This design comes from an exercise in tuning for small area on the open sky130 flow, not from production work.
At most, simulation tests tie the RTL to the original design; equivalence was not proved.
No activity file was given, so power comes from the tool's default toggle rates.

// firepi_top
module firepi_top (
    input  clk_50mhz,
    input  rst,  
    input  uart_rx,  
    output uart_tx,
    input  uart1_rx,  
    output uart1_tx,
    output led_out,  
    output led_solved  
);
Size: about 1200 cells after synthesis, ~320 flip-flops, ~8 I/O pins.
Settings: LEC_CHECK=0, ABC_AREA=1, CAP_MARGIN=20, CORE_MARGIN=2, CORE_UTILIZATION=70, CTS_BUF_LIST=sky130_fd_sc_hd__clkbuf_8, CTS_CLUSTER_DIAMETER=60, CTS_CLUSTER_SIZE=18, PLACE_DENSITY=0.85, SLEW_MARGIN=20; clock period 20.0 ns.
run.sh (not shown) runs the stock make flow with config.mk's settings and CLKGATE_MAP_FILE= SYNTH_SCRIPT=/design/flow/synth_recipe.tcl, a recipe that flattens the netlist after the stock synthesis.
Next try:
CORE_UTILIZATION = 65   (was 70)
CTS_CLUSTER_DIAMETER = 80   (was 60)
CTS_CLUSTER_SIZE = 20   (was 18)
PLACE_DENSITY = 0.75   (was 0.85)
After rerunning: Routed wire length came out lower by 4.2%; via count went down by about 4%; die area went up by about 7.5%; hold slack got worse by 6.3 ps; count of clock-buffer cells in the layout falls by 2; sequential power stays flat; global-route usage fell by 2.0 points.
Function was not checked in any run of this note: the RTL went through the layout flow alone.

========
Another version of the RTL of firepi_top (not shown whole).
Size: ~330 flip-flops, roughly 12000 µm² of cells after synthesis.
clock: 20.0 ns
lec_check: 0
abc_area: 1
cap_margin: 20
core_margin: 2
core_utilization: 40
cts_buf_list: sky130_fd_sc_hd__clkbuf_2
slew_margin: 20
Then changed:
- CTS_BUF_LIST: sky130_fd_sc_hd__clkbuf_2 -> sky130_fd_sc_hd__clkbuf_8
- CTS_CLUSTER_DIAMETER: default -> 50
- CTS_CLUSTER_SIZE: default -> 20
What happened: Setup slack improves by 240 ps. Power grows slightly. Sequential power stays flat. Routed wire length goes down by a few percent. Non-clock buffer count stays the same. Cell count goes down by a few percent. Worst hold slack improved by 55 ps. Global-route usage went down by 0.64 points.
No functional check of the RTL was part of any run of this note.

========
## violet
firepi_top, a different RTL version from the one above (not shown whole).
For scale: ~1100 cells after synthesis, ~310 flip-flops, roughly 8 I/O pins, ~0.011 mm^2 of cells after synthesis.
==> flow/config.mk <==
export PLATFORM = sky130hd
export DESIGN_NAME = firepi_top
export DESIGN_NICKNAME = firepi_top
export VERILOG_FILES = /design/flow/design.v
export SDC_FILE = /design/flow/constraint.sdc
export NUM_CORES = 4
export LEC_CHECK = 0
export ABC_AREA = 1
export CAP_MARGIN = 20
export CORE_MARGIN = 2
export CORE_UTILIZATION = 60
export CTS_BUF_LIST = sky130_fd_sc_hd__clkbuf_8
export CTS_CLUSTER_DIAMETER = 80
export CTS_CLUSTER_SIZE = 17
export PLACE_DENSITY = 0.7
export SLEW_MARGIN = 20
==> flow/constraint.sdc <==
create_clock -name core_clock -period 20.0 [get_ports {clk_50mhz}]
set_input_delay 4.0000 -clock core_clock [delete_from_list [all_inputs] [get_ports {clk_50mhz}]]
set_output_delay 4.0000 -clock core_clock [all_outputs]
set_load 0.01 [all_outputs]
Here is what was changed in the inputs of lagoon compared with violet.
Settings: a deleted PLACE_DENSITY that had been 0.7; a change of CORE_UTILIZATION from 60 to 40; a change of CTS_CLUSTER_SIZE from 17 to 14.
==> comparison <==
Between lagoon and violet, it is lagoon whose global routing met3 resource utilization is lower, by 0.80 points. On switching power total, lagoon does worse than violet. Clock share of power (lower): violet. Cells: lagoon has more instances than violet. Power consumption sits higher in lagoon than in violet. STATUS cell-internal power: lagoon loses against violet. The HPWL reported at the end of detailed placement number comes out lower for violet vs lagoon.
Modified inputs, raven compared to lagoon
Settings: CORE_UTILIZATION: 40 -> 70; PLACE_DENSITY: unset -> 0.8; CTS_CLUSTER_SIZE: 14 -> 16.
==> results.txt <==
When the final numbers for lagoon and raven were put side by side, the share of the final layout cell area in multi-input gates turned out to be smaller in lagoon.
Power is higher on lagoon
Changes observed in raven relative to lagoon: non-clock buffer count dropped 1; routed wirelength normalized by instance count rose by about 9%.
Share of the final layout cell area in sequential cells is higher on raven

## static timing again, ports no longer ideal
The results above use ideal ports. As a check the final layouts listed here were re-extracted and re-timed, cells and wires unchanged.
Step 1: set_driving_cell puts a clkbuf_16 on clk_50mhz and a buf_2 on each other input, an assumption about the parent block.
Step 2 also shifts input and output timing later by t, the mid clock arrival at the registers, as if the neighbouring blocks saw the same clock.
a / b / c = no drivers / after step 1 / after step 2; a / b = the first two.
| run | t, ns | setup WS [ns] | worst setup path at the end | clock arrival spread, ns |
|---|---|---|---|---|
| the first run of note 1 | 0.581 | 13.965 / 13.929 / 13.648 | input to register | 0.029 / 0.029 |
| the second run of note 1 | 0.580 | 13.967 / 13.926 / 14.205 | input to register | 0.028 / 0.028 |
| the first run of note 2 | 0.852 | 13.527 / 13.485 / 14.175 | input to register | 0.092 / 0.093 |
| the second run of note 2 | 0.638 | 13.766 / 13.721 / 14.208 | input to register | 0.037 / 0.036 |
| violet | 0.578 | 13.895 / 13.857 / 13.784 | input to register | 0.034 / 0.035 |
| lagoon | 0.596 | 13.918 / 13.876 / 13.793 | input to register | 0.046 / 0.046 |
| raven | 0.580 | 13.923 / 13.883 / 13.772 | input to register | 0.028 / 0.028 |
After both steps setup and hold are still met in every run listed. For the first run of note 1, which loses most, drivers alone change the setup slack by -0.036 ns; drivers and shift together by -0.317 ns.
